Source: an optimization exercise on an open RTL-to-GDS flow (aim: small area). Production flows keep margins and buffers that such runs may drop.
Only simulation tests tie the RTL to the original design; equivalence was not proved.
Power figures rest on the tool's default switching activity, not on a simulated workload.

[config.mk]
export PLATFORM = sky130hd
export DESIGN_NAME = SevenSegmentALU
export DESIGN_NICKNAME = SevenSegmentALU
export VERILOG_FILES = /design/flow/design.v
export SDC_FILE = /design/flow/constraint.sdc
export NUM_CORES = 4
export LEC_CHECK = 0
export CAP_MARGIN = 20
export CORE_MARGIN = 2
export CORE_UTILIZATION = 40
export SLEW_MARGIN = 20
[standard.sh]
#!/bin/bash
# synth_recipe.tcl (not shown) runs the flow's synth.tcl, then flattens the netlist and writes it again
# the make line also repeats each setting of config.mk as NAME=value (left out here)
make -C /OpenROAD-flow-scripts/flow DESIGN_CONFIG=/design/flow/config.mk WORK_HOME=/design/flow/orfs CLKGATE_MAP_FILE= SYNTH_SCRIPT=/design/flow/synth_recipe.tcl "${@:-finish}"
[flow/abc_deepsyn.scr]
strash
&get -n
&st
&deepsyn -T 60
&dch -f
&nf -a -R 1000
&put
strash
&get -n
&st
&dch -f
&nf -a -R 1000
&put
topo
[flow/abc_nf.scr]
strash
&get -n
&st
&dch -f
&nf -a -R 1000
&put
strash
&get -n
&st
&dch -f
&nf -a -R 1000
&put
topo
[flow/run.sh]
#!/bin/bash
# Layout flow: the standard flow, except for synthesis and two settings.
#
# Synthesis runs ORFS's own synth.tcl with three changes: no Kogge-Stone
# carry-lookahead map, no full/half-adder extraction, and an area-oriented ABC
# script. It is run with several ABC scripts (flow/abc_*.scr, and &deepsyn
# with seeds 1-11) and the netlist with the smallest cell area is kept. The
# standard synthesis is also run, into ref/; a custom netlist is used only if
# its flip-flops (instance names and cell types) match the standard netlist's
# exactly, otherwise the standard synthesis is used.
# Placement buffers the ports with buf_1, and CTS builds the clock tree from
# clkbuf_4 without dummy loads.
# Each tool's output goes to a log file of its own in this folder.
set -uo pipefail
W=$(pwd)
RESREL=results/${FLOW_PLATFORM}/SevenSegmentALU/base

sed -e "s#WORK_HOME=[^ ]*orfs#WORK_HOME=$W/ref#" standard.sh > ref.sh

python3 - "$FLOW_HOME/scripts/synth.tcl" "$W/synth_custom.tcl" > patch_synth.log 2>&1 <<'PY'
import sys
src = open(sys.argv[1]).read()
src = src.replace('"-extra-map $::env(FLOW_HOME)/platforms/common/lcu_kogge_stone.v"', '""')
a = src.index('# Technology mapping of adders')
b = src.index('# Technology mapping of latches')
src = src[:a] + src[b:]
old = 'log_cmd abc {*}$abc_args'
assert old in src
src = src.replace(old, 'log_cmd abc -script $::env(CUSTOM_ABC_SCRIPT) {*}$lib_args {*}$lib_dont_use_args')
assert 'lcu_kogge' not in src and 'extract_fa' not in src
open(sys.argv[2], 'w').write(src)
print("patched synth.tcl")
PY
sed -e "s#source \$::env(SCRIPTS_DIR)/synth.tcl#source $W/synth_custom.tcl#" synth_recipe.tcl > my_synth.tcl

# candidate ABC scripts
mkdir -p abc
cp flow/abc_*.scr abc/
for s in 1 2 3 4 5 6 7 8 9 10 11; do
  sed -e "s/&deepsyn -T 60/\&deepsyn -T 60 -S $s/" flow/abc_deepsyn.scr > abc/abc_deepsyn_s$s.scr
done

flops() {
  # instance name and cell type (drive strength stripped) of every flip-flop
  awk '/^ *sky130_fd_sc_hd__(df|edf|sdf|dl)[a-z]*_[0-9]+ /{c=$1; sub(/_[0-9]+$/,"",c); n=$2; print n, c}' "$1" | sort
}
area() {
  awk '/Chip area for module/{print $NF}' "$1/reports/${FLOW_PLATFORM}/SevenSegmentALU/base/synth_stat.txt" 2>/dev/null
}

bash ref.sh synth > synth_ref.log 2>&1
flops ref/$RESREL/1_2_yosys.v > flops_ref.txt

best=""; best_area=""
if grep -q "patched" patch_synth.log && [[ -s flops_ref.txt ]]; then
  names=()
  for f in abc/*.scr; do names+=("$(basename "$f" .scr)"); done
  run_one() {
    local n=$1
    sed -e "s#WORK_HOME=[^ ]*orfs#WORK_HOME=$W/cand_$n#" \
        -e "s#SYNTH_SCRIPT=[^ ]*synth_recipe.tcl#SYNTH_SCRIPT=$W/my_synth.tcl#" standard.sh > cand_$n.sh
    CUSTOM_ABC_SCRIPT=$W/abc/$n.scr bash cand_$n.sh synth > synth_$n.log 2>&1
  }
  i=0
  for n in "${names[@]}"; do
    run_one "$n" &
    i=$((i+1))
    if (( i % 4 == 0 )); then wait; fi
  done
  wait
  for n in "${names[@]}"; do
    a=$(area cand_$n)
    [[ -n "$a" ]] || continue
    flops cand_$n/$RESREL/1_2_yosys.v > flops_$n.txt
    if cmp -s flops_ref.txt flops_$n.txt; then
      echo "$n $a" >> candidates.log
      if [[ -z "$best" ]] || awk -v a="$a" -v b="$best_area" 'BEGIN{exit !(a<b)}'; then
        best=$n; best_area=$a
      fi
    else
      echo "$n $a flip-flops differ from the standard synthesis" >> candidates.log
    fi
  done
fi

rm -rf orfs
if [[ -n "$best" ]]; then
  echo "synthesis: custom $best, area $best_area" | tee flow_choice.log
  mv cand_$best orfs
else
  echo "synthesis: standard" | tee flow_choice.log
  bash standard.sh synth > synth_standard.log 2>&1
fi
for n in cand_*; do [[ -d "$n" ]] && rm -rf "$n"; done

EXTRA=("CTS_ARGS=-sink_clustering_enable -repair_clock_nets -dont_use_dummy_load -buf_list sky130_fd_sc_hd__clkbuf_4"
       "BUFFER_PORTS_ARGS=-buffer_cell sky130_fd_sc_hd__buf_1")
bash standard.sh "${EXTRA[@]}" finish > layout.log 2>&1
[constraint.sdc]
create_clock -name core_clock -period 10.0 [get_ports {clk}]
set_input_delay 2.0000 -clock core_clock [delete_from_list [all_inputs] [get_ports {clk}]]
set_output_delay 2.0000 -clock core_clock [all_outputs]
set_load 0.01 [all_outputs]
[design.v]
`timescale 1ns / 1ps
`timescale 1ns / 1ps
module buttonSyncPulse(
    input  clk,
    input  rst,
    input  button,
    output pulse
);
    localparam [9:0] TERM = 10'b0011011100;
    reg [9:0] cnt;
    reg       db;
    reg [1:0] ph;
    wire differ = button ^ db;
    wire term   = (cnt == TERM);
    wire fall   = differ & term & db;
    always @(posedge clk) begin
        if (rst | ~differ | term)
            cnt <= 10'd0;
        else
            cnt <= {~cnt[8:0], cnt[9] ^ cnt[6]};
        if (rst)
            db <= 1'b1;
        else if (differ & term)
            db <= button;
        ph[0] <= ~ph[1] & (ph[0] | fall);
        ph[1] <= ph[0];
    end
    assign pulse = ph[1] & ~ph[0];
endmodule
`timescale 1ns / 1ps
module systemResetHandler(
    input  clk,
    input  reset,
    output rst
);
    localparam [9:0] SEED = 10'b0101001100;
    reg [9:0] cnt;
    reg       db;
    wire differ = reset ^ db;
    wire hi9    = (cnt[9:1] == 9'b010101010);
    wire term   = hi9 & ~cnt[0];
    always @(posedge clk) begin
        if (~differ | hi9)
            cnt <= SEED;
        else
            cnt <= {~cnt[8:0], cnt[9] ^ cnt[6]};
        if (differ & term)
            db <= reset;
    end
    assign rst = db;
endmodule
`timescale 1ns / 1ps
module SevenSegmentALU(
    input clk,
    input reset,
    input onesBtn,
    input tensBtn,
    input hundredsBtn,
    input sign,
    input enter,
    output [6:0] seg,
    output [3:0] anode
);
    wire rst;
    systemResetHandler resetHandlerInstance (.clk(clk), .reset(reset), .rst(rst));
    wire pOnes, pTens, pHund, pSign, pEnter;
    buttonSyncPulse onesBtnGen     (.clk(clk), .rst(rst), .button(onesBtn),     .pulse(pOnes));
    buttonSyncPulse tensBtnGen     (.clk(clk), .rst(rst), .button(tensBtn),     .pulse(pTens));
    buttonSyncPulse hundredsBtnGen (.clk(clk), .rst(rst), .button(hundredsBtn), .pulse(pHund));
    buttonSyncPulse signBtnGen     (.clk(clk), .rst(rst), .button(sign),        .pulse(pSign));
    buttonSyncPulse enterBtnGen    (.clk(clk), .rst(rst), .button(enter),       .pulse(pEnter));
    localparam [2:0] S_IN1  = 3'd0;
    localparam [2:0] S_W1   = 3'd1;
    localparam [2:0] S_IN2  = 3'd2;
    localparam [2:0] S_W2   = 3'd3;
    localparam [2:0] S_CALC = 3'd4;
    localparam [2:0] S_UPD  = 3'd5;
    localparam [2:0] S_DONE = 3'd6;
    reg [2:0] state;
    wire inIn1  = (state == S_IN1);
    wire inIn2  = (state == S_IN2);
    wire inW2   = (state == S_W2);
    wire inCalc = (state == S_CALC);
    wire inUpd  = (state == S_UPD);
    reg [3:0] d0, d1, d2;
    reg       neg;
    reg [3:0] na0, na1, na2;
    wire [3:0] a0 = ~na0, a1 = ~na1, a2 = ~na2;
    reg       aneg;
    reg       aGt;
    reg       cy;
    function [3:0] incDigit(input [3:0] d);
        incDigit = (d == 4'd9) ? 4'd0 : d + 4'd1;
    endfunction
    function [4:0] dadd(input [3:0] x, input [3:0] y, input c);
        reg [4:0] s;
        reg       dc;
        begin
            s = x + y + c;
            dc = s[4] | (s[3] & (s[2] | s[1]));
            dadd = {dc, s[3:0] + {1'b0, dc, dc, 1'b0}};
        end
    endfunction
    function [3:0] n9(input [3:0] x, input e);
        n9 = e ? {~(x[3] | x[2] | x[1]), x[2] ^ x[1], x[1], ~x[0]} : x;
    endfunction
    wire diff   = aneg ^ neg;
    wire [11:0] cmpA = {a2, a1, a0};
    wire [11:0] cmpB = {d2, d1, d0};
    reg  [12:0] gtc;
    integer gi;
    always @(*) begin
        gtc[0] = 1'b0;
        for (gi = 0; gi < 12; gi = gi + 1)
            gtc[gi + 1] = (cmpA[gi] & ~cmpB[gi]) | (cmpA[gi] & gtc[gi]) | (~cmpB[gi] & gtc[gi]);
    end
    wire gtNow = gtc[12];
    wire [3:0] bDig = inW2 ? d0 : (inCalc ? d1 : d2);
    wire [4:0] sd   = dadd(a0, n9(bDig, diff), cy);
    wire [3:0] rDig = n9(sd[3:0], diff & ~aGt);
    wire resNeg = (diff & ~aGt) ? (neg & ((rDig != 4'd0) | (a2 != 4'd0) | (a1 != 4'd0))) : aneg;
    always @(posedge clk) begin
        if (rst) begin
            state <= S_IN1;
            d0 <= 4'd0; d1 <= 4'd0; d2 <= 4'd0; neg <= 1'b0;
        end else begin
            case (state)
                S_IN1, S_IN2: begin
                    if (pEnter) begin
                        state <= inIn1 ? S_W1 : S_W2;
                    end else begin
                        if (pOnes) d0 <= incDigit(d0);
                        if (pTens) d1 <= incDigit(d1);
                        if (pHund) d2 <= incDigit(d2);
                        if (pSign) neg <= ~neg;
                    end
                end
                S_W1: begin
                    if (~enter) begin
                        d0 <= 4'd0; d1 <= 4'd0; d2 <= 4'd0; neg <= 1'b0;
                        state <= S_IN2;
                    end
                end
                S_W2: begin
                    if (~enter) state <= S_CALC;
                end
                S_CALC: state <= S_UPD;
                S_UPD: begin
                    {d2, d1, d0} <= {rDig, a2, a1};
                    neg <= resNeg;
                    state <= S_DONE;
                end
                default: ;
            endcase
        end
    end
    wire step = (inW2 & ~enter) | inCalc;
    always @(posedge clk) begin
        if (inIn1) begin
            {na2, na1, na0} <= ~{d2, d1, d0};
            aneg <= neg;
        end else if (step) begin
            {na2, na1, na0} <= ~{rDig, a2, a1};
        end
        if (inIn2 | inW2)
            aGt <= gtNow;
        cy <= (inIn2 | (inW2 & enter)) ? (diff & gtNow) : sd[4];
    end
    localparam [11:0] MUX_RST  = 12'b101010101010;
    localparam [11:0] MUX_RUN  = 12'b101010101011;
    localparam [11:0] MUX_TERM = 12'b010000101110;
    reg [11:0] mcnt;
    reg [3:0]  an;
    reg [3:0]  cd;
    localparam [11:0] MUX_MASK = 12'b111110110111;
    wire mp = ((mcnt & MUX_MASK) == (MUX_TERM & MUX_MASK));
    wire an0 = ~an[0] | (&an);    
    always @(posedge clk) begin
        if (rst)
            mcnt <= MUX_RST;
        else if (mp)
            mcnt <= MUX_RUN;
        else
            mcnt <= {~mcnt[10:0], mcnt[11] ^ mcnt[10]};
        if (rst) begin
            an  <= 4'b1111;
            cd  <= 4'd0;
        end else if (mp) begin
            an <= an0 ? 4'b1101 : {an[2:0], an[3]};
            cd <= an0 ? d1 : ~an[1] ? d2 : ~an[2] ? {3'b111, ~neg} : d0;
        end
    end
    assign anode = an;
    wire [6:0] segv =
        (cd == 4'd0)  ? 7'b0111111 :
        (cd == 4'd1)  ? 7'b0000110 :
        (cd == 4'd2)  ? 7'b1011011 :
        (cd == 4'd3)  ? 7'b1001111 :
        (cd == 4'd4)  ? 7'b1100110 :
        (cd == 4'd5)  ? 7'b1101101 :
        (cd == 4'd6)  ? 7'b1111101 :
        (cd == 4'd7)  ? 7'b0000111 :
        (cd == 4'd8)  ? 7'b1111111 :
        (cd == 4'd9)  ? 7'b1101111 :
        (cd == 4'd14) ? 7'b1000000 : 7'b0000000;
    assign seg = segv;
endmodule
==> results of run 1 <==
## power breakdown
part	total, W	switching, W	internal [W]
clock network	0.000226	0.000148	0.0000776
logic	0.0000154	0.00000862	0.00000673
registers	0.000528	0.00000522	0.000523
total	0.000769	0.000162	0.000607
## sequential cells by signal, indices dropped and copies added, names as in the netlist, 10 cells and up
| signal | count |
|---|---|
| enterBtnGen.cnt | 10 |
| hundredsBtnGen.cnt | 10 |
| mcnt | 12 |
| onesBtnGen.cnt | 10 |
| resetHandlerInstance.cnt | 10 |
| signBtnGen.cnt | 10 |
| tensBtnGen.cnt | 10 |
## layout make-up
cell class / instances / area (µm²)
clock buffers: 17 / 128
fillers: 1136 / 6320
inverters: 13 / 48.8
multi-input cells: 357 / 1950
flip-flops and latches: 127 / 2690
well taps: 143 / 179
repair buffers: 21 / 93.8
## cell families after synthesis
kind of cell / synth area share (%)
compound gates: 16.0
xor+xnor: 5.23
fa+ha+maj: 0.213
buf+inv: 1.04
flops: 57.4
mux: 0.213
simple gates: 19.9
## layer usage
metal  vias to the layer above  GRT usage [%]  wire (µm)
met2                       105           25.7       4350
met5                         -              0          0
met3                        20           5.40        646
met4                         0           6.67        211
met1                      1719           20.3       4270
li1                       1854              -          -
## cells in the mapped netlist, types with 6 or more instances
cell type and instances:
dfxtp_1 112, nor2_1 101, a21oi_1 42, nand2_1 36, o21ai_0 25, xnor2_1 23
o22ai_1 18, edfxtp_1 15, clkinv_1 13, nor3_1 11, a22oi_1 8, nand3_1 8
a31oi_1 7, and2_0 6, nor2b_1 6, or3_1 6
## worst paths after layout
path / from / to / slack (ns)
setup / recovery: state[2] / neg / 5.57
hold / removal: hundredsBtnGen.ph[0] / hundredsBtnGen.ph[1] / 0.37
setup reg to reg: state[2] / neg / 5.57
hold reg to reg: hundredsBtnGen.ph[0] / hundredsBtnGen.ph[1] / 0.37
## worst max-delay path, cell delays in order (launching register included)
cell and delay, ns:
dfxtp_1 0.59, nor2b_1 0.14, and2_0 0.24, a21oi_1 0.29
nand2_1 0.09, nand2_1 0.11, xnor2_1 0.14, nand2_1 0.07
nand2_1 0.06, o21ai_0 0.13, maj3_1 0.42, a21o_1 0.18
o21ai_0 0.12, or2_0 0.22, nor2_1 0.07, o21ai_0 0.26
and2_0 0.22, nand3_1 0.09, o21a_1 0.15, a41oi_1 0.22
o21ai_0 0.10, a21oi_1 0.22, a21oi_1 0.09, o21a_1 0.10
## metrics by stage
step                      setup slack (ns)  hold WS [ns]  instance area (µm²)
after floorplan                       6.19         0.338                 4690
after global placement                5.83         0.343                 4970
after global routing                  5.01         0.375                 5100
after CTS                             5.60         0.365                 5100
after detailed placement              5.61         0.347                 4970
final                                 5.57         0.367                 5100
==> flow_summary.ini, run 1 <==
[outcome]
run_status = finished clean

[yosys]
edff_count_synth = 15
avgSynthCellArea_um2 = 9.44
async_reset_ff_share_pct = 0
synthesis.instances = 497
main_synth_ff_type = dfxtp_1
synth-seq-area-share_pct = 57.4
syn_nets = 504
number_of_synthesized_register_bits = 127
synth_top_cells_by_area = dfxtp_1 (48%), edfxtp_1 (9.6%), nor2_1 (8.1%)
synth.yosys.warnings = 3
post_synth_instance_area_mm2 = 0.00469
synth_largest_type_area_fraction_pct = 47.8
synth.largest_area_cell = dfxtp_1
yosys.cell_types.count = 42

[setup_path]
crit_path_end_kind = flip-flop
worst_r2r_path_depth = 23
cp_max_fo = 13
worstPathArrival_ns = 4.80
cp.required_ns = 10.37
critical_path_class = reg -> reg
worstSetupStartpointType = flip-flop

[clock_tree]
htreeDepth = 4
clkSlewWorstSetupHoldPaths_ns = 0.10
clock-sinks = 127
cts_tree = yes
tritoncts.num_buffers = 17
post_cts.repair.setup_buffers = 0
post_cts_resize_count = 0
root_buffer = clkbuf_4
cts.hold.buffers_added = 0
worstSkewPairLatency_ns = 0.51
cts.path.max_buffers = 2

[route]
viasPerCell = 5.45
drcViolationCount = 0
drt-initial-drc-count = 161
wl_per_cell_um = 14.0
antenna_left = 0
dr_total_vias = 3698
detail_route.first_pass.iterations = 5
total_length_of_routed_wires_um = 9480

[place]
dp_cells = 661
post_detailed_placement_half_perimeter_wirelength_um = 6710
port_buffers = 17
placer_congestion_estimate = 0.882

[final_layout]
final_nets = 544
diodes_inserted = 0
final_non_filler_cell_total = 678
share_of_final_layout_standard_cells_stronger_than_drive_strength_1_pct = 4.11
layout.core_utilization_pct = 44.6
mostFrequentLayoutCell = dfxtp_1
layout-area-overhead-vs-synth_pct = 8.64
most-common-layout-cells = dfxtp_1 (112), nor2_1 (101), a21oi_1 (42)

[timing]
timing.final.crit_share_pct = 44.3
finalSetupViolCount = 0
report.final.hold_viol_count = 0
fin_tns_setup_ns = 0
slew_headroom_pct = 60.1
finalMaxSlewViolations = 0
grt_setup_unrepaired = no
worst-slew-pin-transition_ns = 0.590
finalWorstPathRequiredPeriod_ns = 4.43
clock-skew-final_ns = 0.0513
clock.fmax_mhz = 226

[global_routing]
grt_use_total_pct = 16.2
grt_antenna_before_repair = 0
grt_start_max_net_pins = 25
grt_first_pass_wirelength_um = 16300
grt_pass1_vias = 3552
globalRouteOverflowTotal = 0

[power]
leakage_nw = 1.82
peakVddDrop_mv = 0.0925
fin_total_pwr_w = 0.000769
power_per_cell_area_mw_per_mm2 = 151

[job]
drv_cap = 0

[min_path]
holdCritPathClass = reg -> reg
hold-path-cell-count = 0

[floorplan]
num_io_pins = 18
placement_rows = 39
core-area_mm2 = 0.0114
dieHeight_um = 112
floorplan.initialDensity_pct = 41.1
fp.dieW_um = 112
fp.dieArea_mm2 = 0.0126
==> run 2: changes to the inputs <==
--- a/design.v
+++ b/design.v
@@ -92,3 +92,3 @@
     function [3:0] incDigit(input [3:0] d);
-        incDigit = (d == 4'd9) ? 4'd0 : d + 4'd1;
+        incDigit = (d[3] & d[0]) ? 4'd0 : d + 4'd1;
     endfunction
@@ -193,15 +193,9 @@
     assign anode = an;
-    wire [6:0] segv =
-        (cd == 4'd0)  ? 7'b0111111 :
-        (cd == 4'd1)  ? 7'b0000110 :
-        (cd == 4'd2)  ? 7'b1011011 :
-        (cd == 4'd3)  ? 7'b1001111 :
-        (cd == 4'd4)  ? 7'b1100110 :
-        (cd == 4'd5)  ? 7'b1101101 :
-        (cd == 4'd6)  ? 7'b1111101 :
-        (cd == 4'd7)  ? 7'b0000111 :
-        (cd == 4'd8)  ? 7'b1111111 :
-        (cd == 4'd9)  ? 7'b1101111 :
-        (cd == 4'd14) ? 7'b1000000 : 7'b0000000;
-    assign seg = segv;
+    assign seg[0] = (~cd[0] & ~cd[2]) | (cd[0] & ~cd[1] & cd[2]) | (cd[1] & ~cd[3]) | (~cd[1] & cd[3]);
+    assign seg[1] = (~cd[0] & ~cd[1]) | (~cd[2]) | (cd[0] & cd[1] & ~cd[3]);
+    assign seg[2] = (~cd[1]) | (cd[0] & ~cd[2]) | (cd[2] & ~cd[3]);
+    assign seg[3] = (~cd[0] & ~cd[2]) | (cd[1] & ~cd[2]) | (cd[0] & ~cd[1] & cd[2]) | (~cd[1] & cd[3]) | (~cd[0] & cd[1] & ~cd[3]);
+    assign seg[4] = (~cd[0] & ~cd[2]) | (~cd[0] & cd[1] & ~cd[3]);
+    assign seg[5] = (~cd[0] & ~cd[1]) | (~cd[1] & cd[2]) | (~cd[1] & cd[3]) | (~cd[0] & cd[2] & ~cd[3]);
+    assign seg[6] = (~cd[0] & cd[1]) | (cd[1] & ~cd[2]) | (~cd[1] & cd[2]) | (~cd[1] & cd[3]);
 endmodule
--- a/flow/run.sh
+++ b/flow/run.sh
@@ -6,3 +6,3 @@
 # script. It is run with several ABC scripts (flow/abc_*.scr, and &deepsyn
-# with seeds 1-11) and the netlist with the smallest cell area is kept. The
+# with seeds 1-23) and the netlist with the smallest cell area is kept. The
 # standard synthesis is also run, into ref/; a custom netlist is used only if
@@ -38,4 +38,4 @@
 cp flow/abc_*.scr abc/
-for s in 1 2 3 4 5 6 7 8 9 10 11; do
-  sed -e "s/&deepsyn -T 60/\&deepsyn -T 60 -S $s/" flow/abc_deepsyn.scr > abc/abc_deepsyn_s$s.scr
+for s in $(seq 1 23); do
+  sed -e "s/&deepsyn -J 50 -T 600/\&deepsyn -J 50 -T 600 -S $s/" flow/abc_deepsyn.scr > abc/abc_deepsyn_s$s.scr
 done
==> flow/abc_deepsyn.scr (replaced) <==
strash
&get -n
&st
&deepsyn -J 50 -T 600
&dch -f
&nf -a -R 1000
&put
strash
&get -n
&st
&dch -f
&nf -a -R 1000
&put
topo
==> run 2 against run 1 <==
Compared with the run above: synthesized cell count rose by 0.60%; still clean; final cell count rose by 0.29%; clock-buffer cell count did not move; fmax rose by 10%; clock skew fell by 0.020 ns; flip-flop and latch count did not move; largest cell class unchanged; first-iteration DRC count rose by 13%; hold slack got worse by 0.0078 ns; power rose by 0.20%; routed wire length fell by 1.3%; sequential share of layout area rose by 0.42 points.
==> flow_summary.ini, run 2 <==
[outcome]
run_status = finished clean

[yosys]
async_reset_ff_share_pct = 0
main_synth_ff_type = dfxtp_1
avgSynthCellArea_um2 = 9.32
synth_most_common_cell = nor2_1
synth.largest_area_cell = dfxtp_1
synth-seq-area-share_pct = 57.8
synth_largest_type_area_fraction_pct = 48.1
syn_nets = 507
synthesis.instances = 500
post_synth_instance_area_mm2 = 0.00466
synth.yosys.warnings = 3
synth_top_cells_by_area = dfxtp_1 (48%), edfxtp_1 (9.7%), nor2_1 (9.7%)
number_of_synthesized_register_bits = 127
synth.top_cells.by_count = nor2_1 (120), dfxtp_1 (112), nand2_1 (54)
yosys.cell_types.count = 39
edff_count_synth = 15

[timing]
clock.fmax_mhz = 249
slew_headroom_pct = 43.8
fin_tns_setup_ns = 0
report.final.hold_viol_count = 0
grt_setup_unrepaired = no
worst_hold_slack_ns = 0.359
finalMaxSlewViolations = 0
clock-skew-final_ns = 0.0311
finalWorstPathRequiredPeriod_ns = 4.01
worst-slew-pin-transition_ns = 0.840
timing.final.crit_share_pct = 40.1
finalSetupViolCount = 0

[min_path]
holdCritPathClass = reg -> reg

[floorplan]
fp.dieArea_mm2 = 0.0125
core-area_mm2 = 0.0114
fp.dieW_um = 112
placement_rows = 39
dieHeight_um = 112
floorplan.initialDensity_pct = 41.0
num_io_pins = 18

[power]
leakage_nw = 1.90
power_per_cell_area_mw_per_mm2 = 152
peakVddDrop_mv = 0.136

[route]
drcViolationCount = 0
detail_route.first_pass.iterations = 4
drt-initial-drc-count = 182
dr_total_vias = 3629
antenna_left = 0
wl_per_cell_um = 13.8
viasPerCell = 5.34
total_length_of_routed_wires_um = 9350

[final_layout]
final_non_filler_cell_total = 680
mostFrequentLayoutCell = nor2_1
layout.core_utilization_pct = 44.5
layout-area-overhead-vs-synth_pct = 8.54
diodes_inserted = 0
most-common-layout-cells = nor2_1 (120), dfxtp_1 (112), nand2_1 (54)
post-route-cell-area_mm2 = 0.00506
top_register = mcnt
final_nets = 546
largest_register_ffs = 12
share_of_final_layout_standard_cells_stronger_than_drive_strength_1_pct = 3.91

[place]
dp_cells = 663
post_detailed_placement_half_perimeter_wirelength_um = 6690
placer_congestion_estimate = 0.861
dpl_cell_area_mm2 = 0.00493
port_buffers = 17

[setup_path]
crit_path_end_kind = flip-flop
cp_max_fo = 9
worstSetupStartpointType = flip-flop
critical_path_class = reg -> reg
cp.required_ns = 10.40
worstPathArrival_ns = 4.41

[clock_tree]
root_buffer = clkbuf_4
tritoncts.num_buffers = 17
htreeDepth = 4
worstSkewPairLatency_ns = 0.52
post_cts.repair.setup_buffers = 0
clock-sinks = 127
cts.hold.buffers_added = 0
cts.path.max_buffers = 2
cts_tree = yes
post_cts_resize_count = 0
clkSlewWorstSetupHoldPaths_ns = 0.10

[job]
drv_cap = 0

[global_routing]
grt_use_total_pct = 16.0
globalRouteOverflowTotal = 0
grt_pass1_vias = 3454
grt_antenna_before_repair = 0
grt_first_pass_wirelength_um = 16000
grt_start_max_net_pins = 30
-- run 2: cell types whose count changed after synthesis, moves of 7 or more --
cell	before	now
nor2_1	101	120
nand2_1	36	54
a21oi_1	42	31
clkinv_1	13	3
o21ai_0	25	18
-- run 2: logic make-up (layout without fill, tap and decap cells) --
group                     count (synthesis)  count (layout)  synth area share, %
DFF                                     127             127                 57.8
AOI/OAI and AO/OA                       106             106                 14.3
muxes                                     1               1                0.215
xor gates and xnor gates                 25              25                 4.70
and+or+nand+nor                         238             238                 22.7
buffers and inverters                     3              40                0.242
-- run 2: metal layers --
layer	part of all wire [%]	global-route usage, %	up-vias	wire length, µm
met4	1.1	6.75	0	102
met5	0	0	-	0
met3	5.2	5.39	8	485
met2	47	25.3	82	4360
met1	47	20.1	1694	4410
li1	-	-	1845	-
-- run 2: final timing paths --
kind | end | startpoint | slack (ns) | cells past startpoint
worst max register to register | neg | state[1] | 5.99 | 18
worst min register to register | enterBtnGen.ph[1] | enterBtnGen.ph[0] | 0.36 | 0
worst min-delay path | enterBtnGen.ph[1] | enterBtnGen.ph[0] | 0.36 | 0
worst max-delay path | neg | state[1] | 5.99 | 18
-- run 2: layout make-up --
type                       instances  area (µm²)
fill                            1139        6310
sequential                       127        2690
multi-input combinational        370        1960
tap                              143         179
clock buffer                      17         128
timing repair buffer              20        86.3
inverter                           3        11.3
-- run 2: worst max-delay path, cell delays in order, from the launching register on --
cell and delay, ns:
dfxtp_1 0.49, nor2b_1 0.32, nand2_1 0.22, a31oi_1 0.31, xor2_1 0.24, nand2_1 0.08
a21oi_1 0.25, nand2_1 0.08, a21oi_1 0.18, or2_0 0.17, clkinv_1 0.06, o21ai_0 0.33
o21ai_0 0.19, a21oi_1 0.20, o22ai_1 0.09, a22oi_1 0.29, a31oi_1 0.14, o22ai_1 0.14
o22ai_1 0.09
-- run 2: stage by stage --
step	total power (W)	setup WS, ns
after floorplan	0.000551	6.52
after global placement	0.000556	6.17
after detailed placement	0.000557	6.04
after CTS	0.000783	6.06
after global routing	0.000807	5.48
final	0.000771	5.99
-- run 2: power breakdown --
part           internal (W)  switching [W]  leakage (nW)
logic            0.00000646     0.00000862         0.776
clock network     0.0000775       0.000149        0.0782
registers          0.000524     0.00000608          1.05
total              0.000608       0.000163          1.90
==> run 3: changes to the inputs <==
--- a/design.v
+++ b/design.v
@@ -81,5 +81,5 @@
     wire inIn2  = (state == S_IN2);
-    wire inW2   = (state == S_W2);
+    wire inW2   = state[1] & state[0];
     wire inCalc = (state == S_CALC);
-    wire inUpd  = (state == S_UPD);
+    wire inUpd  = state[2] & state[0];
     reg [3:0] d0, d1, d2;
@@ -176,3 +176,3 @@
     wire mp = ((mcnt & MUX_MASK) == (MUX_TERM & MUX_MASK));
-    wire an0 = ~an[0] | (&an);    
+    wire an0 = ~an[0] | (&an[3:1]);    
     always @(posedge clk) begin
==> run 3 against run 2 <==
Compared with the run above: cell area shrank 0.69%; fmax grew 12%; largest cell class unchanged; area after synthesis down 0.59%; hold slack got worse by 0.0066 ns; clock power fell by 3%; register-to-register slack improved by 0.41 ns; clock skew rose by 0.0096 ns; power shrank 0.93%; flip-flop and latch count did not move.
==> flow_summary.ini, run 3 <==
[global_routing]
grt_pass1_vias = 3404
grt_use_total_pct = 15.5
grt_antenna_before_repair = 0
globalRouteOverflowTotal = 0
grt_first_pass_wirelength_um = 15400
grt_start_max_net_pins = 28

[place]
placer_congestion_estimate = 0.831
post_detailed_placement_half_perimeter_wirelength_um = 6450
pre_cts_ws_ns = 6.44
port_buffers = 17

[floorplan]
fp.dieArea_mm2 = 0.0125
placement_rows = 39
floorplan.initialDensity_pct = 40.7
num_io_pins = 18
dieHeight_um = 112
fp.dieW_um = 112
core-area_mm2 = 0.0114

[yosys]
main_synth_ff_type = dfxtp_1
synth_largest_type_area_fraction_pct = 48.4
synth_top_cells_by_area = dfxtp_1 (48%), edfxtp_1 (9.7%), nor2_1 (8.6%)
async_reset_ff_share_pct = 0
synth.largest_area_cell = dfxtp_1
syn_nets = 504
post_synth_instance_area_mm2 = 0.00463
edff_count_synth = 15
yosys.cell_types.count = 37
synth.top_cells.by_count = dfxtp_1 (112), nor2_1 (106), nand2_1 (42)
synthesis.instances = 497
synth.yosys.warnings = 3
synth-seq-area-share_pct = 58.1
avgSynthCellArea_um2 = 9.32
number_of_synthesized_register_bits = 127
synth_most_common_cell = dfxtp_1

[setup_path]
rrSetupSlack_ns = 6.40
critical_path_class = reg -> reg
crit_path_end_kind = flip-flop
worstPathArrival_ns = 3.83
cp_max_fo = 9
worstSetupStartpointType = flip-flop
timing.critical_path.slowest_stage_cell = dfxtp_1
critical_path.cell_chain = nor2_1, nand2_1, nand2_1, o21ai_0, xor2_1, a21o_1, o21ai_0, maj3_1, o22ai_1, nor2_1, o21ai_0, nor2b_1, o21ai_0, xor2_1, nor2_1, a21oi_1
path_common_cell = o21ai_0
cp.required_ns = 10.23
critPathMaxStageDelay_ns = 0.49

[job]
drv_cap = 0

[final_layout]
largest_register_ffs = 12
mostFrequentLayoutCell = dfxtp_1
nFillCells = 1122
layout.core_utilization_pct = 44.2
share_of_final_layout_standard_cells_stronger_than_drive_strength_1_pct = 3.75
most-common-layout-cells = dfxtp_1 (112), nor2_1 (106), nand2_1 (42)
layout-area-overhead-vs-synth_pct = 8.43
final_nets = 542
top_register = mcnt
diodes_inserted = 0

[route]
antenna_left = 0
drt-initial-drc-count = 186
viasPerCell = 5.31
total_length_of_routed_wires_um = 8940
drcViolationCount = 0
dr_total_vias = 3592
wl_per_cell_um = 13.2
detail_route.first_pass.iterations = 4

[clock_tree]
cts.hold.buffers_added = 0
htreeDepth = 4
clkSlewWorstSetupHoldPaths_ns = 0.09
post_cts_resize_count = 0
cts_tree = yes
post_cts.repair.setup_buffers = 0
tritoncts.num_buffers = 17
clock-sinks = 127
root_buffer = clkbuf_4
cts.path.max_buffers = 2
worstSkewPairLatency_ns = 0.52

[timing]
finalWorstPathRequiredPeriod_ns = 3.60
fin_tns_setup_ns = 0
report.final.hold_viol_count = 0
finalMaxSlewViolations = 0
worst-slew-pin-transition_ns = 0.927
timing.final.crit_share_pct = 36.0
worst_hold_slack_ns = 0.352
clock.fmax_mhz = 278
post-route-worst-setup-slack_ns = 6.40
grt_setup_unrepaired = no
finalSetupViolCount = 0
clock-skew-final_ns = 0.0407
slew_headroom_pct = 37.9

[power]
peakVddDrop_mv = 0.0674
power_per_cell_area_mw_per_mm2 = 152
leakage_nw = 1.77

[min_path]
holdCritPathClass = reg -> reg

[outcome]
run_status = finished clean
==> run 3: changes by cell type after synthesis, moves of 5 or more <==
cell      change
o21ai_0      +21
clkinv_1     +14
nor2_1       -14
nand2_1      -12
a31oi_1       +7
nor2b_1       -7
o22ai_1       -7
a22oi_1       -5
nand2b_1      -5
o21bai_1      -5
or3_1         +5
==> run 3: area by class of cell <==
type / instances / area, µm² / area share (%)
clock buffers: 17 / 128 / 2.54
inverters: 17 / 63.8 / 1.27
flip-flops and latches: 127 / 2690 / 53.6
multi-input cells: 353 / 1880 / 37.4
well taps: 143 / 179 / 3.56
repair buffers: 19 / 78.8 / 1.57
==> run 3: cell families (layout without fill, tap and decap cells) <==
logic type,Yosys count,count (layout),synth area share (%)
AND/OR/NAND/NOR,209,209,20.1
AO/OA/AOI/OAI,116,116,15.0
adder cells (fa/ha/maj),1,1,0.216
buffers and inverters,17,53,1.38
flip-flops,127,127,58.1
multiplexers,3,3,0.648
XOR/XNOR,24,24,4.54
==> run 3: metal layers <==
metal | share of wire, % | global-route usage (%) | vias to the layer above
li1 | - | - | 1835
met1 | 47 | 18.7 | 1665
met2 | 46 | 24.4 | 76
met3 | 5.1 | 5.44 | 16
met4 | 2.2 | 8.31 | 0
met5 | 0 | 0 | -
==> run 3: worst max-delay path: cells and delay by family (launching register included) <==
kind	cells	cell delay, ns
XOR/XNOR	2	0.39
AO/OA/AOI/OAI	7	1.17
AND/OR/NAND/NOR	6	0.89
adder cells (fa/ha/maj)	1	0.41
flip-flops	1	0.49
==> run 3: path summary, 6_finish.rpt <==
kind,start,endpoint,cells after the start
worst max register to register,state[1],na2[2],16
worst min-delay path,enterBtnGen.ph[0],enterBtnGen.ph[1],0
worst max-delay path,state[1],na2[2],16
worst min register to register,enterBtnGen.ph[0],enterBtnGen.ph[1],0
==> run 3: metrics by stage <==
step,instance area (µm²),cells,total power (W)
global route,5020,676,0.000803
floorplan,4630,497,0.000550
CTS,5020,676,0.000778
detailed placement,4890,659,0.000556
finish,5020,676,0.000764
global placement,4890,659,0.000555
==> run 3: power by group <==
group | switching [W] | leakage (nW) | internal [W]
clock | 0.000142 | 0.0782 | 0.0000776
sequential | 0.00000553 | 1.04 | 0.000523
combinational | 0.00000849 | 0.653 | 0.00000643
==> run 4: changes to the inputs <==
--- a/flow/run.sh
+++ b/flow/run.sh
@@ -6,6 +6,6 @@
 # script. It is run with several ABC scripts (flow/abc_*.scr, and &deepsyn
-# with seeds 1-23) and the netlist with the smallest cell area is kept. The
-# standard synthesis is also run, into ref/; a custom netlist is used only if
-# its flip-flops (instance names and cell types) match the standard netlist's
-# exactly, otherwise the standard synthesis is used.
+# with several seeds and step limits) and the netlist with the smallest cell
+# area is kept. The standard synthesis is also run, into ref/; a custom
+# netlist is used only if its flip-flops (instance names and cell types) match
+# the standard netlist's exactly, otherwise the standard synthesis is used.
 # Placement buffers the ports with buf_1, and CTS builds the clock tree from
@@ -38,4 +38,10 @@
 cp flow/abc_*.scr abc/
-for s in $(seq 1 23); do
+for s in $(seq 1 31); do
   sed -e "s/&deepsyn -J 50 -T 600/\&deepsyn -J 50 -T 600 -S $s/" flow/abc_deepsyn.scr > abc/abc_deepsyn_s$s.scr
+done
+for s in $(seq 1 16); do
+  sed -e "s/&deepsyn -J 50 -T 600/\&deepsyn -J 20 -T 600 -S $s/" flow/abc_deepsyn.scr > abc/abc_deepsyn_j20_s$s.scr
+done
+for s in $(seq 1 4); do
+  sed -e "s/&deepsyn -J 50 -T 600/\&deepsyn -J 150 -T 600 -S $s/" flow/abc_deepsyn.scr > abc/abc_deepsyn_j150_s$s.scr
 done
==> run 4 against run 3 <==
Compared with the run above: fmax down 3.2%; hold slack better by 0.010 ns; largest power group unchanged; area after synthesis down 0.32%; register-to-register slack better by 0.07 ns; worst setup slack worse by 0.12 ns; still clean on timing, DRC and antenna; combinational power up 24%.
==> flow_summary.ini, run 4 <==
[power]
total_switching_power_w = 0.000163
combinationalPowerShare_pct = 2.4
leakage_nw = 1.86
fin_total_pwr_w = 0.000773
power_per_cell_area_mw_per_mm2 = 154
switching_share_pct = 21.1
power.clock.fraction_pct = 28.9
peakVddDrop_mv = 0.0945
internal_power_w = 0.000610
seqPwrFrac_pct = 68.7

[clock_tree]
cts_tree = yes
clock-sinks = 127
post_cts_resize_count = 0
worstSkewPairLatency_ns = 0.48
clkSlewWorstSetupHoldPaths_ns = 0.12
tritoncts.num_buffers = 17
post_cts.repair.setup_buffers = 0
root_buffer = clkbuf_4
cts.path.max_buffers = 2
cts.hold.buffers_added = 0
htreeDepth = 4

[route]
total_length_of_routed_wires_um = 9190
drt-initial-drc-count = 206
detail_route.first_pass.iterations = 5
antenna_left = 0
viasPerCell = 5.20
wl_per_cell_um = 13.5
dr_total_vias = 3554
drcViolationCount = 0

[yosys]
avgSynthCellArea_um2 = 9.18
synth_top_cells_by_area = dfxtp_1 (49%), nor2_1 (9.9%), edfxtp_1 (9.8%)
edff_count_synth = 15
async_reset_ff_share_pct = 0
post_synth_instance_area_mm2 = 0.00462
synth-seq-area-share_pct = 58.3
yosys.cell_types.count = 35
syn_nets = 510
synth_most_common_cell = nor2_1
synth.top_cells.by_count = nor2_1 (122), dfxtp_1 (112), nand2_1 (50)
number_of_synthesized_register_bits = 127
synthesis.instances = 503
main_synth_ff_type = dfxtp_1
synth.largest_area_cell = dfxtp_1
synth_largest_type_area_fraction_pct = 48.6
synth.yosys.warnings = 3

[timing]
clock.fmax_mhz = 269
clock-skew-final_ns = 0.0298
worst-slew-pin-transition_ns = 0.874
timing.final.crit_share_pct = 37.1
slew_headroom_pct = 41.5
report.final.hold_viol_count = 0
finalMaxSlewViolations = 0
worst_hold_slack_ns = 0.362
finalSetupViolCount = 0
finalWorstPathRequiredPeriod_ns = 3.71
grt_setup_unrepaired = no
fin_tns_setup_ns = 0

[setup_path]
timing.critical_path.slowest_stage_cell = dfxtp_1
cp_top_family = flip-flops
critPathMaxStageDelay_ns = 0.51
worstSetupStartpointType = flip-flop
worstPathBufferInverterCount = 1
worstPathArrival_ns = 1.71
cp_max_fo = 11
crit_path_end_kind = output pin
path_common_cell = a21oi_1
critical_path.cell_chain = a21oi_1, o221ai_1, nand2_1, a21oi_1, buf_1
critical_path_class = reg -> out
cp.required_ns = 8.00

[job]
drv_cap = 0

[outcome]
run_status = finished clean

[final_layout]
layout-area-overhead-vs-synth_pct = 8.62
most-common-layout-cells = nor2_1 (122), dfxtp_1 (112), nand2_1 (50)
share_of_final_layout_standard_cells_stronger_than_drive_strength_1_pct = 3.89
final_nets = 549
layout.core_utilization_pct = 44.3
largest_register_ffs = 12
top_register = mcnt
mostFrequentLayoutCell = nor2_1
diodes_inserted = 0
nFillCells = 1122

[floorplan]
num_io_pins = 18
placement_rows = 39
floorplan.initialDensity_pct = 40.8
fp.dieW_um = 111
fp.dieArea_mm2 = 0.0124
core-area_mm2 = 0.0113
dieHeight_um = 111

[global_routing]
grt_first_pass_wirelength_um = 15800
globalRouteOverflowTotal = 0
grt_antenna_before_repair = 0
grt_pass1_vias = 3412
grt_use_total_pct = 15.7
grt_start_max_net_pins = 26

[min_path]
holdCritPathClass = reg -> reg

[place]
placer_congestion_estimate = 0.812
post_detailed_placement_half_perimeter_wirelength_um = 6560
port_buffers = 17
run 4: cell types whose count changed after synthesis, moves of 6 or more:
cell	change
o21bai_1	+6
a31oi_1	-8
o22ai_1	+12
nor3_1	-6
clkinv_1	-6
nand2_1	+8
o21ai_0	-12
nor2_1	+16
run 4: worst register-to-register path, stage by stage, from the launching register on:
cell and delay [ns]:
dfxtp_1 0.42, clkinv_1 0.16, or3_1 0.47, nand2_1 0.15, o21ai_0 0.15, xnor2_1 0.22
nand2_1 0.08, a21oi_1 0.22, o21ai_0 0.16, a21oi_1 0.24, nor2_1 0.10, nor2_1 0.26
nand2_1 0.12, nand2_1 0.12, nand2_1 0.07, xor2_1 0.18, nor2_1 0.11, a21oi_1 0.04
run 4: cell type report:
| cell class | instances | area, µm² | share of cell area, % |
|---|---|---|---|
| clock buffers | 17 | 128 | 2.55 |
| inverters | 11 | 41.3 | 0.824 |
| multi-input cells | 365 | 1890 | 37.6 |
| flip-flops and latches | 127 | 2690 | 53.7 |
| well taps | 143 | 179 | 3.57 |
| repair buffers | 20 | 86.3 | 1.72 |
run 4: metal layers:
metal  track usage, %  wire length (µm)  vias up
met2             25.0              4330       78
met5                0                 0        -
met3             5.55               430        2
li1                 -                 -     1841
met4             4.53                37        0
met1             20.5              4390     1633
run 4: cells by family (layout without fill, tap and decap cells):
family | Yosys count | count (layout) | synth area share (%)
compound gates | 112 | 112 | 14.5
xor+xnor | 24 | 24 | 4.55
buf+inv | 11 | 48 | 0.895
flops | 127 | 127 | 58.3
simple gates | 229 | 229 | 21.7
run 4: path summary, 6_finish.rpt:
check / cells past startpoint / slack, ns / to / from
max reg2reg: 17 / 6.47 / na2[2] / state[2]
min: 1 / 0.36 / mcnt[4] / mcnt[3]
min reg2reg: 1 / 0.36 / mcnt[4] / mcnt[3]
max: 5 / 6.29 / seg[5] / cd[2]
run 4: stage by stage:
stage          cells  setup slack, ns  cell area [µm²]
3_3_place_gp     666             6.50             4890
4_1_cts          683             6.20             5010
5_1_grt          683             6.03             5010
6_report         683             6.29             5010
2_1_floorplan    503             6.82             4620
3_5_place_dp     666             6.45             4890
run 4: power groups by stage:
stage               Sequential (W)  Clock (W)  Combinational, W
finish                    0.000531   0.000223         0.0000185
global route              0.000533   0.000259         0.0000215
CTS                       0.000531   0.000236         0.0000188
detailed placement        0.000543          0         0.0000187
global placement          0.000543          0         0.0000184
floorplan                 0.000541          0         0.0000135
==> run 5: changes to the inputs <==
--- a/design.v
+++ b/design.v
@@ -158,3 +158,6 @@
     always @(posedge clk) begin
-        if (inIn1) begin
+        if (rst) begin
+            {na2, na1, na0} <= 12'hfff;
+            aneg <= 1'b0;
+        end else if (inIn1) begin
             {na2, na1, na0} <= ~{d2, d1, d0};
==> run 5 against run 4 <==
Compared with the run above: synthesized cell count shrank 3.0%; flip-flop and latch count is the same; final cell count shrank 2.6%; critical path depth grew 11; critical path type is now reg -> reg; critical endpoint is now neg; highest routed layer unchanged.
==> flow_summary.ini, run 5 <==
[yosys]
synth_largest_type_area_fraction_pct = 55.1
synth_most_common_cell = dfxtp_1
syn_nets = 495
synthesis.instances = 488
main_synth_ff_type = dfxtp_1
yosys.cell_types.count = 49
edff_count_synth = 2
number_of_synthesized_register_bits = 127
post_synth_instance_area_mm2 = 0.00455
synth-seq-area-share_pct = 56.4
avgSynthCellArea_um2 = 9.31
synth.yosys.warnings = 3
synth.largest_area_cell = dfxtp_1
synth_top_cells_by_area = dfxtp_1 (55%), nor2_1 (7.3%), xnor2_1 (4.6%)
async_reset_ff_share_pct = 0
synth.top_cells.by_count = dfxtp_1 (125), nor2_1 (88), nand2_1 (37)

[route]
total_length_of_routed_wires_um = 9550
detail_route.first_pass.iterations = 5
viasPerCell = 5.42
antenna_left = 0
dr_total_vias = 3605
drt-initial-drc-count = 207
drcViolationCount = 0
wl_per_cell_um = 14.4

[timing]
grt_setup_unrepaired = no
post-route-worst-setup-slack_ns = 6.11
finalMaxSlewViolations = 0
slew_headroom_pct = 43.5
finalWorstPathRequiredPeriod_ns = 3.89
clock-skew-final_ns = 0.0360
report.final.hold_viol_count = 0
timing.final.crit_share_pct = 38.9
clock.fmax_mhz = 257
fin_tns_setup_ns = 0
finalSetupViolCount = 0
worst-slew-pin-transition_ns = 0.844

[power]
power_per_cell_area_mw_per_mm2 = 210
peakVddDrop_mv = 0.0971
fin_total_pwr_w = 0.00104
leakage_nw = 1.82

[final_layout]
top_register = mcnt
most-common-layout-cells = dfxtp_1 (125), nor2_1 (88), nand2_1 (37)
post-route-cell-area_mm2 = 0.00493
mostFrequentLayoutCell = dfxtp_1
nFillCells = 1063
final_nets = 534
share_of_final_layout_standard_cells_stronger_than_drive_strength_1_pct = 3.81
diodes_inserted = 0
largest_register_ffs = 12
layout.core_utilization_pct = 44.9
layout-area-overhead-vs-synth_pct = 8.56

[global_routing]
grt_pass1_vias = 3559
grt_first_pass_wirelength_um = 16500
grt_use_total_pct = 16.3
grt_antenna_before_repair = 0
globalRouteOverflowTotal = 0
grt_start_max_net_pins = 18

[setup_path]
cp.required_ns = 10.35
worstSetupStartpointType = flip-flop
cp_top_family = compound AO/OA/AOI/OAI gates
cp_max_fo = 14
critical_path_class = reg -> reg
worstPathArrival_ns = 4.24
critPathMaxStageDelay_ns = 0.63
worstPathBufferInverterCount = 0
timing.critical_path.slowest_stage_cell = dfxtp_1
crit_path_end_kind = flip-flop
critical_path.cell_chain = nand2b_1, nor2_1, a32o_1, a21oi_1, o22ai_1, a21oi_1, a21oi_1, maj3_1, o22ai_1, o21ai_0, a21oi_1, nor4_1, a311oi_1, a31oi_1, o22ai_1, o22ai_1

[clock_tree]
post_cts.repair.setup_buffers = 0
clkSlewWorstSetupHoldPaths_ns = 0.10
htreeDepth = 4
clock-sinks = 127
worstSkewPairLatency_ns = 0.50
root_buffer = clkbuf_4
cts.path.max_buffers = 2
cts_tree = yes
cts.hold.buffers_added = 0
post_cts_resize_count = 0
tritoncts.num_buffers = 17

[floorplan]
num_io_pins = 18
dieHeight_um = 111
core-area_mm2 = 0.0110
floorplan.initialDensity_pct = 41.4
fp.dieW_um = 111
placement_rows = 38
fp.dieArea_mm2 = 0.0122

[min_path]
holdCritPathClass = reg -> reg

[place]
pre_cts_ws_ns = 6.04
dpl_cell_area_mm2 = 0.00481
placer_congestion_estimate = 0.837
post_detailed_placement_half_perimeter_wirelength_um = 6740
port_buffers = 17

[job]
drv_cap = 0

[outcome]
run_status = finished clean
[run 5: cell types whose count changed after synthesis, moves of 6 or more]
cell	delta
edfxtp_1	-13
nand2_1	-13
o22ai_1	+6
a31oi_1	+6
nor2_1	-34
clkinv_1	+6
dfxtp_1	+13
[run 5: layer usage]
| metal | up-vias | track usage (%) | routed length (µm) |
|---|---|---|---|
| met5 | - | 0 | 0 |
| met4 | 0 | 8.00 | 200 |
| met3 | 20 | 4.72 | 580 |
| met2 | 109 | 25.3 | 4430 |
| met1 | 1643 | 20.7 | 4340 |
| li1 | 1833 | - | - |
[run 5: kinds of logic after synthesis]
| group | Yosys count | share of synthesized area [%] |
|---|---|---|
| buffers and inverters | 17 | 1.40 |
| and+or+nand+nor | 181 | 18.0 |
| adders and majority gates | 1 | 0.220 |
| xor gates and xnor gates | 29 | 5.59 |
| AOI/OAI and AO/OA | 132 | 18.2 |
| DFF | 127 | 56.4 |
| muxes | 1 | 0.220 |
[run 5: through the flow]
stage | hold WS, ns | cells
2_1_floorplan | 0.338 | 488
3_3_place_gp | 0.344 | 648
3_5_place_dp | 0.352 | 648
4_1_cts | 0.354 | 665
5_1_grt | 0.364 | 665
6_report | 0.357 | 665
[run 5: final cells by class]
cell class	count	area (µm²)	area share [%]
clock buffer	17	128	2.59
inverter	17	63.8	1.29
multi-input combinational	344	1920	38.9
tap	140	175	3.55
timing repair buffer	20	86.3	1.75
sequential	127	2560	51.9
[run 5: report_power, final]
group	internal, W	total, W	leakage (nW)	switching (W)
clock	0.0000777	0.000223	0.0782	0.000145
combinational	0.0000868	0.000206	0.696	0.000119
sequential	0.000545	0.000609	1.05	0.0000636
total	0.000710	0.00104	1.82	0.000328
[run 5: worst reg2reg max path: stages, from the launching register on]
cell and delay (ns):
dfxtp_1 0.63, nand2b_1 0.25, nor2_1 0.11, a32o_1 0.25, a21oi_1 0.26, o22ai_1 0.13
a21oi_1 0.17, a21oi_1 0.09, maj3_1 0.40, o22ai_1 0.20, o21ai_0 0.14, a21oi_1 0.17
nor4_1 0.07, a311oi_1 0.48, a31oi_1 0.15, o22ai_1 0.15, o22ai_1 0.09
[run 5: worst paths after layout]
check                        start               end  slack [ns]  cells after the start
hold / removal    tensBtnGen.ph[0]  tensBtnGen.ph[1]        0.36                      0
setup reg to reg          state[0]               neg        6.11                     16
setup / recovery          state[0]               neg        6.11                     16
hold reg to reg   tensBtnGen.ph[0]  tensBtnGen.ph[1]        0.36                      0
==> run 6: changes to the inputs <==
--- a/flow/run.sh
+++ b/flow/run.sh
@@ -11,3 +11,4 @@
 # Placement buffers the ports with buf_1, and CTS builds the clock tree from
-# clkbuf_4 without dummy loads.
+# clkbuf_4 without dummy loads (clkbuf_8 if the clock-pin slew of the clkbuf_4
+# tree is over 124 ps as measured here).
 # Each tool's output goes to a log file of its own in this folder.
@@ -41,3 +42,3 @@
 done
-for s in $(seq 1 16); do
+for s in $(seq 1 32); do
   sed -e "s/&deepsyn -J 50 -T 600/\&deepsyn -J 20 -T 600 -S $s/" flow/abc_deepsyn.scr > abc/abc_deepsyn_j20_s$s.scr
@@ -104 +105,12 @@
 bash standard.sh "${EXTRA[@]}" finish > layout.log 2>&1
+
+RES=$W/orfs/$RESREL PLATFORM_DIR=$FLOW_HOME/platforms/$FLOW_PLATFORM \
+  openroad -no_init -exit flow/clkslew.tcl > clkslew.log 2>&1
+slew=$(awk '/^CLKSLEW/{print $2}' clkslew.log)
+echo "clock pin slew: ${slew:-unknown} ns" | tee -a flow_choice.log
+if [[ -z "$slew" ]] || awk -v s="$slew" 'BEGIN{exit !(s > 0.124)}'; then
+  rm -f orfs/$RESREL/4_* orfs/$RESREL/5_* orfs/$RESREL/6_* out/final.def
+  EXTRA[0]="CTS_ARGS=-sink_clustering_enable -repair_clock_nets -dont_use_dummy_load -buf_list sky130_fd_sc_hd__clkbuf_8"
+  echo "clock tree made again with clkbuf_8" | tee -a flow_choice.log
+  bash standard.sh "${EXTRA[@]}" finish > layout_clkbuf8.log 2>&1
+fi
==> flow/clkslew.tcl (new file) <==
# Largest flip-flop clock-pin slew (ns) of the final layout, with its extracted parasitics.
set plat $::env(PLATFORM_DIR)
read_lef $plat/lef/sky130_fd_sc_hd.tlef
read_lef $plat/lef/sky130_fd_sc_hd_merged.lef
read_liberty $plat/lib/sky130_fd_sc_hd__tt_025C_1v80.lib
read_db $::env(RES)/6_final.odb
read_sdc $::env(RES)/6_final.sdc
read_spef $::env(RES)/6_final.spef
set mx 0
foreach p [get_pins -hierarchical */CLK] {
  foreach t {slew_max_rise slew_max_fall} {
    catch { set v [get_property $p $t]; if {$v > $mx} {set mx $v} }
  }
}
puts "CLKSLEW $mx"
==> run 6 against run 5 <==
Compared with the run above: still clean; global-route usage unchanged; combinational power is essentially flat; non-clock buffer count did not move; via count stayed put; final cell count is the same; register-to-register slack hardly changed; critical endpoint unchanged; largest cell class unchanged.
==> flow_summary.ini, run 6 <==
[outcome]
run_status = finished clean

[yosys]
number_of_synthesized_register_bits = 127
synth.yosys.warnings = 3
synth_most_common_cell = dfxtp_1
avgSynthCellArea_um2 = 9.31
synth.largest_area_cell = dfxtp_1
post_synth_instance_area_mm2 = 0.00455
synth_top_cells_by_area = dfxtp_1 (55%), nor2_1 (7.3%), xnor2_1 (4.6%)
synthesis.instances = 488
synth-seq-area-share_pct = 56.4
async_reset_ff_share_pct = 0
yosys.cell_types.count = 49
synth.top_cells.by_count = dfxtp_1 (125), nor2_1 (88), nand2_1 (37)
syn_nets = 495
synth_largest_type_area_fraction_pct = 55.1
main_synth_ff_type = dfxtp_1
edff_count_synth = 2

[setup_path]
worstPathArrival_ns = 4.24
crit_path_end_kind = flip-flop
critPathMaxStageDelay_ns = 0.63
critical_path.cell_chain = nand2b_1, nor2_1, a32o_1, a21oi_1, o22ai_1, a21oi_1, a21oi_1, maj3_1, o22ai_1, o21ai_0, a21oi_1, nor4_1, a311oi_1, a31oi_1, o22ai_1, o22ai_1
cp.required_ns = 10.35
rrSetupSlack_ns = 6.11
cp_max_fo = 14
worstSetupStartpointType = flip-flop
critical_path_class = reg -> reg
timing.critical_path.slowest_stage_cell = dfxtp_1
rr_startpoint = state[0]
r2r-end = neg
worst_r2r_path_depth = 16

[route]
drcViolationCount = 0
antenna_left = 0
drt-initial-drc-count = 207
detail_route.first_pass.iterations = 5
total_length_of_routed_wires_um = 9550
dr_total_vias = 3605
met2WireLength_um = 4430
wl_met1_um = 4340
wl_per_cell_um = 14.4
viasPerCell = 5.42
met3_wirelength_um = 580
top_signal_layer_used = met4

[final_layout]
final_nets = 534
mostFrequentLayoutCell = dfxtp_1
nFillCells = 1063
diodes_inserted = 0
layout-area-overhead-vs-synth_pct = 8.56
top_register = mcnt
largest_register_ffs = 12
final_non_filler_cell_total = 665
share_of_final_layout_standard_cells_stronger_than_drive_strength_1_pct = 3.81
most-common-layout-cells = dfxtp_1 (125), nor2_1 (88), nand2_1 (37)

[clock_tree]
clock-sinks = 127
post_cts_resize_count = 0
worstSkewPairLatency_ns = 0.50
post_cts.repair.setup_buffers = 0
clkSlewWorstSetupHoldPaths_ns = 0.10
htreeDepth = 4
cts.hold.buffers_added = 0
cts_tree = yes
root_buffer = clkbuf_4
cts.path.max_buffers = 2
tritoncts.num_buffers = 17

[timing]
timing.final.crit_share_pct = 38.9
worst_hold_slack_ns = 0.357
post-route-worst-setup-slack_ns = 6.11
clock-skew-final_ns = 0.0360
finalSetupViolCount = 0
clock.fmax_mhz = 257
finalMaxSlewViolations = 0
report.final.hold_viol_count = 0
finalWorstPathRequiredPeriod_ns = 3.89
worst-slew-pin-transition_ns = 0.844
grt_setup_unrepaired = no
slew_headroom_pct = 43.5
fin_tns_setup_ns = 0

[min_path]
min_to = tensBtnGen.ph[1]
hold-path-cell-count = 0
min-delay-start = tensBtnGen.ph[0]
holdCritPathClass = reg -> reg

[job]
drv_cap = 0

[floorplan]
fp.dieArea_mm2 = 0.0122
floorplan.initialDensity_pct = 41.4
core-area_mm2 = 0.0110
dieHeight_um = 111
num_io_pins = 18
placement_rows = 38
fp.dieW_um = 111

[power]
leakage_nw = 1.82
fin_total_pwr_w = 0.00104
peakVddDrop_mv = 0.0971
power_per_cell_area_mw_per_mm2 = 210

[place]
pre_cts_ws_ns = 6.04
dp_cells = 648
placer_congestion_estimate = 0.837
post_detailed_placement_half_perimeter_wirelength_um = 6740
port_buffers = 17

[global_routing]
grt_start_max_net_pins = 18
grt_use_total_pct = 16.3
globalRouteOverflowTotal = 0
grt_pass1_vias = 3559
grt_antenna_before_repair = 0
grt_first_pass_wirelength_um = 16500
## run 6: cell families after synthesis
kind of cell    Yosys count  share of synthesized area, %
mux                       1                         0.220
compound gates          132                          18.2
buf+inv                  17                          1.40
xor+xnor                 29                          5.59
fa+ha+maj                 1                         0.220
simple gates            181                          18.0
flops                   127                          56.4
## run 6: metal layers
layer  vias up  global-route usage, %
li1       1833                      -
met1      1643                   20.7
met2       109                   25.3
met3        20                   4.72
met4         0                   8.00
met5         -                      0
## run 6: per-stage QoR
stage / area, µm² / util, %
global route: 4930 / 44.9
global placement: 4810 / 43.8
CTS: 4930 / 44.9
finish: 4930 / 44.9
floorplan: 4550 / -
detailed placement: 4810 / 43.8
## run 6: worst max-delay path by stage
stage                        start  endpoint  slack [ns]  cells after the start
after global routing      state[0]       neg        5.82                     16
after floorplan              enter    na0[0]        6.41                      4
after CTS                    cd[1]    seg[2]        6.10                      6
after global placement       enter     d1[3]        6.10                      8
after detailed placement     enter     d1[3]        6.04                      8
final                     state[0]       neg        6.11                     16
## run 6: cell type report
cell class | count | area (µm²) | share of cell area (%)
Inverter | 17 | 63.8 | 1.29
Tap cell | 140 | 175 | 3.55
Multi-Input combinational cell | 344 | 1920 | 38.9
Timing Repair Buffer | 20 | 86.3 | 1.75
Clock buffer | 17 | 128 | 2.59
Sequential cell | 127 | 2560 | 51.9
## run 6: power by group
group / switching, W / internal (W) / total [W]
clock network: 0.000145 / 0.0000777 / 0.000223
logic: 0.000119 / 0.0000868 / 0.000206
registers: 0.0000636 / 0.000545 / 0.000609
## run 6: critical path, delay by kind of cell (launching register included)
family | cells | cell delay, ns
flip-flops | 1 | 0.63
adder cells (fa/ha/maj) | 1 | 0.40
AO/OA/AOI/OAI | 12 | 2.27
AND/OR/NAND/NOR | 3 | 0.43

port drivers added, routing unchanged:
The results above use ideal ports. As a check the final layouts listed here were re-extracted and re-timed, cells and wires unchanged. Step 1 (the two cells are an assumption about what drives the block):
set clk [get_ports {clk}]
set_driving_cell -lib_cell sky130_fd_sc_hd__clkbuf_16 $clk
set_driving_cell -lib_cell sky130_fd_sc_hd__buf_2 [delete_from_list [all_inputs] $clk]
Step 2 times the ports against the registers' clock, not the clock port: input delays grow and output delays shrink by t, the midpoint of the rising clock arrivals with the driver on. Three values: ideal, step 1, step 2; two values: the first two.
| run | shift t [ns] | setup WS [ns] | hold slack, ns | slew at the worst register clock pin (ns) |
|---|---|---|---|---|
| run 1 | 0.516 | 5.575 / 5.575 / 5.575 | 0.367 / 0.367 / 0.367 | 0.11 / 0.11 |
| run 2 | 0.532 | 5.991 / 5.991 / 5.991 | 0.359 / 0.359 / 0.359 | 0.10 / 0.10 |
| run 3 | 0.527 | 6.405 / 6.405 / 6.405 | 0.352 / 0.352 / 0.352 | 0.11 / 0.11 |
| run 4 | 0.507 | 6.286 / 6.253 / 6.437 | 0.362 / 0.362 / 0.362 | 0.12 / 0.12 |
| run 5 | 0.509 | 6.105 / 6.089 / 6.011 | 0.357 / 0.357 / 0.357 | 0.12 / 0.12 |
| run 6 | 0.509 | 6.105 / 6.089 / 6.011 | 0.357 / 0.357 / 0.357 | 0.12 / 0.12 |
After both steps every run listed still meets setup and hold.
